This design comes from an exercise in tuning for small area and a short achievable clock period on the open sky130 flow, not from production work.
RTL that was checked went through simulation tests only; none was proved equivalent to the original.
No activity file was given, so power comes from the tool's default toggle rates.

old:
==> flow/design.v <==
module alu(
	input	wire		en,
	input	wire[3:0]	op,
	input	wire[15:0]	A,
	input	wire[15:0]	B,
	input	wire[15:0]	p,
	input	wire[15:0]	g,
	output	wire[15:0]	res
	);
	wire	o_and = en & (op == 4'b0011);
	wire	o_or  = en & (op == 4'b0100);
	wire	o_xor = en & (op == 4'b0101);
	wire	o_not = en & (op == 4'b0110);
	wire	o_sll = en & (op == 4'b0111);
	wire	o_srl = en & (op == 4'b1000);
	wire	o_sra = en & (op == 4'b1001);
	wire	o_rol = en & (op == 4'b1010);
	wire	right = (op[3:1] == 3'b100);
	wire	sg = o_and | o_or;
	wire	sp = o_or | o_xor;
	wire[15:0]	lo = ({16{sg}} & g) | ({16{sp}} & p) | ({16{o_not}} & ~A);
	wire[3:0]	b = B[3:0];
	wire[3:0]	amt;
	assign amt[0] = b[0];
	assign amt[1] = b[1] ^ (right & b[0]);
	assign amt[2] = b[2] ^ (right & (b[0] | b[1]));
	assign amt[3] = b[3] ^ (right & (b[0] | b[1] | b[2]));
	wire[15:0]	r0 = amt[0] ? {A[14:0], A[15]} : A;
	wire[15:0]	r1 = amt[1] ? {r0[13:0], r0[15:14]} : r0;
	wire[15:0]	r2 = amt[2] ? {r1[11:0], r1[15:12]} : r1;
	wire[15:0]	r3 = amt[3] ? {r2[7:0], r2[15:8]} : r2;
	wire		big = |B[15:4];
	wire		b16 = (B == 16'd16);
	wire[15:0]	tlv = 16'hffff << b;	 
	wire		rolm = o_rol & (~big | b16);
	wire		sllm = o_sll & ~big;
	wire		srm = (o_srl | o_sra) & ~big;
	genvar k;
	generate
		for (k = 0; k < 16; k = k + 1) begin : shm
			wire tr = tlv[15-k];
			wire m = (sllm & tlv[k]) | (srm & tr) | rolm;
			assign res[k] = (r3[k] & m) | (o_sra & A[15] & ~(tr & ~big)) | lo[k];
		end
	endgenerate
endmodule
module cla16(
	input	wire[15:0]	g,
	input	wire[15:0]	p,
	input	wire		ci,
	output	wire[16:0]	c
	);
	wire[79:0]	gl;
	wire[79:0]	pl;
	assign gl[15:0] = {g[15:1], g[0] | (p[0] & ci)};
	assign pl[15:0] = p;
	genvar k, l;
	generate
		for (l = 0; l < 4; l = l + 1) begin : lvl
			for (k = 0; k < 16; k = k + 1) begin : bt
				if ((k >> l) & 1) begin : op
					localparam integer j = ((k >> l) << l) - 1;
					assign gl[16*l+16+k] = gl[16*l+k] | (pl[16*l+k] & gl[16*l+j]);
					assign pl[16*l+16+k] = pl[16*l+k] & pl[16*l+j];
				end else begin : pass
					assign gl[16*l+16+k] = gl[16*l+k];
					assign pl[16*l+16+k] = pl[16*l+k];
				end
			end
		end
	endgenerate
	assign c = {gl[79:64], ci};
endmodule
module statem(
	input	wire		clk,
	input	wire		rst,
	input	wire[15:0]	sw,
	output	wire[15:0]	Fout
	);
	reg[1:0]	i;
	reg		show;		 
	reg[15:0]	A0;
	reg[15:0]	B0;
	reg		cin;
	reg		c4, c8, c12;
	wire	i0 = (i == 2'd0);
	wire	i1 = (i == 2'd1);
	wire	i2 = (i == 2'd2);
	wire	i3 = (i == 2'd3);
	wire	o_add = (sw[3:0] == 4'b0001);
	wire	o_sub = (sw[3:0] == 4'b0010);
	wire[15:0]	bn = ({16{i1}} & sw) | ({16{i2 & o_add}} & B0) | ({16{i2 & o_sub}} & ~B0);
	wire		cn = i2 & o_sub;
	wire[15:0]	pn = A0 ^ bn;
	wire[15:0]	gn = A0 & bn;
	wire[16:0]	cc;
	cla16 nc(.g(gn), .p(pn), .ci(cn), .c(cc));
	wire[15:0]	p = A0 ^ B0;
	wire[15:0]	g = A0 & B0;
	genvar k;
	wire[16:0]	c;
	assign c[0] = cin;
	assign c[4] = c4;
	assign c[8] = c8;
	assign c[12] = c12;
	generate
		for (k = 0; k < 16; k = k + 1) begin : fc
			if (k % 4 != 3)
				assign c[k+1] = g[k] | (p[k] & c[k]);
		end
	endgenerate
	assign c[16] = g[15] | (p[15] & c[15]);
	wire[15:0]	s = p ^ c[15:0];
	assign Fout = {16{show}} & s;
	wire	SF = s[15];
	wire	ZF = ~(|s);
	wire	CF = c[16] ^ cin;
	wire	OF = (c[15] ^ c[16]) & ~(cin & ~(|A0));
	wire[15:0]	res;
	alu a(.en(i2), .op(sw[3:0]), .A(A0), .B(B0), .p(p), .g(g), .res(res));
	always @(posedge clk or negedge rst) begin
		if (rst == 0) begin
			i <= 2'd0;
			show <= 1'b0;
		end else begin
			i <= i + 2'd1;
			if (i2)
				show <= 1'b1;
		end
	end
	always @(posedge clk) begin
		B0 <= bn;
		cin <= cn;
		c4 <= cc[4];
		c8 <= cc[8];
		c12 <= cc[12];
		if (i0 | i3 | (i2 & ~o_add & ~o_sub))
			A0 <= ({16{i0}} & sw) | res | {12'b0, {4{i3}} & {SF, OF, ZF, CF}};
	end
endmodule
export LEC_CHECK = 0
export CAP_MARGIN = 20
export CORE_MARGIN = 2
export CORE_UTILIZATION = 40
export SETUP_SLACK_MARGIN = 2.5
export SLEW_MARGIN = 20
create_clock -name core_clock -period 6.0 [get_ports {clk}]
standard.sh (not shown) runs the stock make flow with config.mk's settings and CLKGATE_MAP_FILE= SYNTH_SCRIPT=/design/flow/synth_recipe.tcl, a recipe that flattens the netlist after the stock synthesis.
==> flow/flow/run.sh <==
#!/bin/bash
# Own flow: the standard layout, except that synthesis leaves adders to ABC
# (no full/half-adder cells) and maps with the ABC script in flow/abc.script.
set -euo pipefail
W=$(pwd)
# scripts folder = ORFS's scripts, with abc_area.script replaced by ours
mkdir -p "$W/scripts_own"
for f in "$FLOW_HOME"/scripts/*; do ln -sf "$f" "$W/scripts_own/"; done
rm -f "$W/scripts_own/abc_area.script"
cp "$W/flow/abc.script" "$W/scripts_own/abc_area.script"
make -C "$FLOW_HOME" DESIGN_CONFIG="$W/config.mk" WORK_HOME="$W/orfs" CLKGATE_MAP_FILE= \
	SYNTH_SCRIPT="$W/synth_recipe.tcl" SCRIPTS_DIR="$W/scripts_own" \
	ADDER_MAP_FILE= ABC_AREA=1 synth > "$W/synth.log" 2>&1
# the rest of the standard flow (synthesis is up to date, so make skips it),
# with plain buffers on the ports
export BUFFER_PORTS_ARGS="-buffer_cell sky130_fd_sc_hd__buf_2"
bash "$W/standard.sh" > "$W/layout.log" 2>&1
==> flow/flow/abc.script <==
strash
&get -n
&st
&dch -f
&nf -a
&put
topo
What new does differently from old at the input level:
--- a/flow/design.v
+++ b/flow/design.v
@@ -81,8 +81,7 @@
 	reg		show;		 
 	reg[15:0]	A0;
 	reg[15:0]	B0;
-	reg		cin;
-	reg		c4, c8, c12;
+	reg[7:0]	cr;		 
 	wire	i0 = (i == 2'd0);
 	wire	i1 = (i == 2'd1);
 	wire	i2 = (i == 2'd2);
@@ -90,23 +89,19 @@
 	wire	o_add = (sw[3:0] == 4'b0001);
 	wire	o_sub = (sw[3:0] == 4'b0010);
 	wire[15:0]	bn = ({16{i1}} & sw) | ({16{i2 & o_add}} & B0) | ({16{i2 & o_sub}} & ~B0);
-	wire		cn = i2 & o_sub;
-	wire[15:0]	pn = A0 ^ bn;
-	wire[15:0]	gn = A0 & bn;
-	wire[16:0]	cc;
-	cla16 nc(.g(gn), .p(pn), .ci(cn), .c(cc));
+	wire[15:0]	y = i1 ? sw : ~B0;
+	wire[16:0]	cy;
+	cla16 nc(.g(A0 & y), .p(A0 ^ y), .ci(~i1), .c(cy));
+	wire[7:0]	cyv = {cy[14], cy[12], cy[10], cy[8], cy[6], cy[4], cy[2], cy[0]};
+	wire[7:0]	crn = ({8{i1 | (i2 & o_sub)}} & cyv) | ({8{i2 & o_add}} & cr);
 	wire[15:0]	p = A0 ^ B0;
 	wire[15:0]	g = A0 & B0;
+	wire[16:0]	c;
 	genvar k;
-	wire[16:0]	c;
-	assign c[0] = cin;
-	assign c[4] = c4;
-	assign c[8] = c8;
-	assign c[12] = c12;
 	generate
-		for (k = 0; k < 16; k = k + 1) begin : fc
-			if (k % 4 != 3)
-				assign c[k+1] = g[k] | (p[k] & c[k]);
+		for (k = 0; k < 8; k = k + 1) begin : fc
+			assign c[2*k] = cr[k];
+			assign c[2*k+1] = g[2*k] | (p[2*k] & cr[k]);
 		end
 	endgenerate
 	assign c[16] = g[15] | (p[15] & c[15]);
@@ -114,8 +109,8 @@
 	assign Fout = {16{show}} & s;
 	wire	SF = s[15];
 	wire	ZF = ~(|s);
-	wire	CF = c[16] ^ cin;
-	wire	OF = (c[15] ^ c[16]) & ~(cin & ~(|A0));
+	wire	CF = c[16] ^ cr[0];
+	wire	OF = (c[15] ^ c[16]) & ~(cr[0] & ~(|A0));
 	wire[15:0]	res;
 	alu a(.en(i2), .op(sw[3:0]), .A(A0), .B(B0), .p(p), .g(g), .res(res));
 	always @(posedge clk or negedge rst) begin
@@ -130,10 +125,7 @@
 	end
 	always @(posedge clk) begin
 		B0 <= bn;
-		cin <= cn;
-		c4 <= cc[4];
-		c8 <= cc[8];
-		c12 <= cc[12];
+		cr <= crn;
 		if (i0 | i3 | (i2 & ~o_add & ~o_sub))
 			A0 <= ({16{i0}} & sw) | res | {12'b0, {4{i3}} & {SF, OF, ZF, CF}};
 	end
==> run summary <==
- Summary: first-iteration DRC count, new worse than old
- Summary — final wirelength, new relative to old: higher, by about 12%.
- Cell count after synthesis (old / new): 0.860
- Higher async set-or-reset flop fraction in the synthesized netlist was reported by old, not new.
- Comparing multiplexer area fraction after synthesis for old and new, the smaller number came from new.
- new — total placed instance area 8.0% higher, old as reference
- new: via density per instance is 0.30% lower than what old reported.
- Comparing final weighted congestion in routability-driven placement for old and new, the smaller number came from old.
- [new] count of clock-net buffers in the final layout fell 2 relative to old
- The total chip power in new was higher than what old gave.
No functional check of the RTL was part of old.

== before ==
// statem: RTL as listed in full above, without the edits since
Settings: LEC_CHECK=0, CAP_MARGIN=20, CORE_MARGIN=2, CORE_UTILIZATION=40, SETUP_SLACK_MARGIN=2.8, SLEW_MARGIN=20; clock period 6.0 ns.
Scripts as last shown in full above: flow/flow/run.sh, flow/flow/abc.script
Changes in after relative to before:
--- a/flow/design.v
+++ b/flow/design.v
@@ -81,8 +81,7 @@
 	reg		show;		 
 	reg[15:0]	A0;
 	reg[15:0]	B0;
-	reg		cin;
-	reg		c4, c8, c12;
+	reg[7:0]	cr;		 
 	wire	i0 = (i == 2'd0);
 	wire	i1 = (i == 2'd1);
 	wire	i2 = (i == 2'd2);
@@ -91,22 +90,17 @@
 	wire	o_sub = (sw[3:0] == 4'b0010);
 	wire[15:0]	bn = ({16{i1}} & sw) | ({16{i2 & o_add}} & B0) | ({16{i2 & o_sub}} & ~B0);
 	wire		cn = i2 & o_sub;
-	wire[15:0]	pn = A0 ^ bn;
-	wire[15:0]	gn = A0 & bn;
-	wire[16:0]	cc;
-	cla16 nc(.g(gn), .p(pn), .ci(cn), .c(cc));
+	wire[16:0]	cy;
+	cla16 nc(.g(A0 & bn), .p(A0 ^ bn), .ci(cn), .c(cy));
+	wire[7:0]	crn = {cy[14], cy[12], cy[10], cy[8], cy[6], cy[4], cy[2], cy[0]};
 	wire[15:0]	p = A0 ^ B0;
 	wire[15:0]	g = A0 & B0;
+	wire[16:0]	c;
 	genvar k;
-	wire[16:0]	c;
-	assign c[0] = cin;
-	assign c[4] = c4;
-	assign c[8] = c8;
-	assign c[12] = c12;
 	generate
-		for (k = 0; k < 16; k = k + 1) begin : fc
-			if (k % 4 != 3)
-				assign c[k+1] = g[k] | (p[k] & c[k]);
+		for (k = 0; k < 8; k = k + 1) begin : fc
+			assign c[2*k] = cr[k];
+			assign c[2*k+1] = g[2*k] | (p[2*k] & cr[k]);
 		end
 	endgenerate
 	assign c[16] = g[15] | (p[15] & c[15]);
@@ -114,8 +108,8 @@
 	assign Fout = {16{show}} & s;
 	wire	SF = s[15];
 	wire	ZF = ~(|s);
-	wire	CF = c[16] ^ cin;
-	wire	OF = (c[15] ^ c[16]) & ~(cin & ~(|A0));
+	wire	CF = c[16] ^ cr[0];
+	wire	OF = (c[15] ^ c[16]) & ~(cr[0] & ~(|A0));
 	wire[15:0]	res;
 	alu a(.en(i2), .op(sw[3:0]), .A(A0), .B(B0), .p(p), .g(g), .res(res));
 	always @(posedge clk or negedge rst) begin
@@ -130,10 +124,7 @@
 	end
 	always @(posedge clk) begin
 		B0 <= bn;
-		cin <= cn;
-		c4 <= cc[4];
-		c8 <= cc[8];
-		c12 <= cc[12];
+		cr <= crn;
 		if (i0 | i3 | (i2 & ~o_add & ~o_sub))
 			A0 <= ({16{i0}} & sw) | res | {12'b0, {4{i3}} & {SF, OF, ZF, CF}};
 	end
==> comparison <==
In after, the mean instance size in the synthesized netlist came out 0.034 um^2 above the value in before. [after] routed wire length on met2 fell 0.38% relative to before. Final total power (higher): after. Looking at main combinational cell family by area after synthesis, the simple AND/OR/NAND/NOR gates result is from after; the compound AO/OA/AOI/OAI gates one comes from before. after vs before — footprint of the multi-input gates dropped 0.37%. Route | after vs before | wire longer in after.
For before, only the layout was checked, not whether the RTL still works.

statem, a different RTL version from the one above (not shown whole).
For scale: ~470 cells after synthesis, ~43 flip-flops, roughly 34 I/O pins.
==> module statem, before the edit <==
module statem(
	input	wire		clk,
	input	wire		rst,
	input	wire[15:0]	sw,
	output	wire[15:0]	Fout
	);
	reg[1:0]	i;
	reg		show;		 
	reg[15:0]	A0;
	reg[15:0]	B0;
	reg[7:0]	cr;		 
	wire	i0 = (i == 2'd0);
	wire	i1 = (i == 2'd1);
	wire	i2 = (i == 2'd2);
	wire	i3 = (i == 2'd3);
	wire	o_add = (sw[3:0] == 4'b0001);
	wire	o_sub = (sw[3:0] == 4'b0010);
	wire[15:0]	bn = ({16{i1}} & sw) | ({16{i2 & o_add}} & B0) | ({16{i2 & o_sub}} & ~B0);
	wire		cn = i2 & o_sub;
	wire[16:0]	cy;
	cla16 nc(.g(A0 & bn), .p(A0 ^ bn), .ci(cn), .c(cy));
	wire[7:0]	crn = {cy[14], cy[12], cy[10], cy[8], cy[6], cy[4], cy[2], cy[0]};
	wire[15:0]	p = A0 ^ B0;
	wire[15:0]	g = A0 & B0;
	wire[16:0]	c;
	genvar k;
	generate
		for (k = 0; k < 8; k = k + 1) begin : fc
			assign c[2*k] = cr[k];
			assign c[2*k+1] = g[2*k] | (p[2*k] & cr[k]);
		end
	endgenerate
	assign c[16] = g[15] | (p[15] & c[15]);
	wire[15:0]	s = p ^ c[15:0];
	assign Fout = {16{show}} & s;
	wire	SF = s[15];
	wire	ZF = ~(|s);
	wire	CF = c[16] ^ cr[0];
	wire	OF = (c[15] ^ c[16]) & ~(cr[0] & ~(|A0));
	wire[15:0]	res;
	alu a(.en(i2), .op(sw[3:0]), .A(A0), .B(B0), .p(p), .g(g), .res(res));
	always @(posedge clk or negedge rst) begin
		if (rst == 0) begin
			i <= 2'd0;
			show <= 1'b0;
		end else begin
			i <= i + 2'd1;
			if (i2)
				show <= 1'b1;
		end
	end
	always @(posedge clk) begin
		B0 <= bn;
		cr <= crn;
		A0 <= ({16{i0}} & sw) | res | {12'b0, {4{i3}} & {SF, OF, ZF, CF}} |
		      ({16{i1 | (i2 & (o_add | o_sub))}} & A0);
	end
endmodule
clock: 6.0 ns
lec_check: 0
cap_margin: 20
core_margin: 2
core_utilization: 40
setup_slack_margin: 2.9
slew_margin: 20
==> flow/flow/abc.script <==
strash
&get -n
&st
&dch -f
&nf -R 50
&put
topo
Scripts as last shown in full above: flow/flow/run.sh
Rerun with:
--- a/flow/design.v
+++ b/flow/design.v
@@ -88,12 +88,13 @@
 	wire	i3 = (i == 2'd3);
 	wire	o_add = (sw[3:0] == 4'b0001);
 	wire	o_sub = (sw[3:0] == 4'b0010);
 	wire[15:0]	bn = ({16{i1}} & sw) | ({16{i2 & o_add}} & B0) | ({16{i2 & o_sub}} & ~B0);
-	wire		cn = i2 & o_sub;
+	wire[15:0]	y = i1 ? sw : ~B0;
 	wire[16:0]	cy;
-	cla16 nc(.g(A0 & bn), .p(A0 ^ bn), .ci(cn), .c(cy));
-	wire[7:0]	crn = {cy[14], cy[12], cy[10], cy[8], cy[6], cy[4], cy[2], cy[0]};
+	cla16 nc(.g(A0 & y), .p(A0 ^ y), .ci(~i1), .c(cy));
+	wire[7:0]	cyv = {cy[14], cy[12], cy[10], cy[8], cy[6], cy[4], cy[2], cy[0]};
+	wire[7:0]	crn = ({8{i1 | (i2 & o_sub)}} & cyv) | ({8{i2 & o_add}} & cr);
 	wire[15:0]	p = A0 ^ B0;
 	wire[15:0]	g = A0 & B0;
 	wire[16:0]	c;
 	genvar k;
What happened:
- sequential power stays flat
- die area goes up by 2.7%
- fmax goes up by 5.9%
- routed wire length goes up by 0.79%
- cell area goes down by 0.58%
- final cell count goes up by 8.0%
For the first run of this note, only the layout was checked, not whether the RTL still works.

==> separate check: timing with driven ports <==
In the flow no input, the clock included, has a driving cell. The finished layouts below were timed again as built, in two steps.
Step 1 assumes that a clkbuf_16 drives the clock port and a buf_2 every other input.
Step 2 adds t to the input delays and takes it off the output delays; t is the mean of the earliest and latest rising clock arrival at the registers after step 1. Input paths then give back, and output paths get back, about the clock's delay inside the block.
Three values: no drivers, after step 1, after step 2; two values: the first two.
run	t, ns	setup slack, ns	latest minus earliest clock arrival (ns)
old	0.325	2.550 / 2.517 / 2.327	0.008 / 0.007
new	0.366	2.635 / 2.647 / 2.282	0.014 / 0.013
before	0.341	2.536 / 2.502 / 2.501	0.018 / 0.018
after	0.334	2.791 / 2.804 / 2.470	0.013 / 0.013
the first run of note 3	0.336	2.765 / 2.733 / 2.397	0.009 / 0.009
the second run of note 3	0.333	2.945 / 2.916 / 2.665	0.011 / 0.011
After both steps every run listed still meets setup and hold. For the first run of note 3, which loses most, drivers alone change the setup slack by -0.032 ns; drivers and shift together by -0.368 ns.
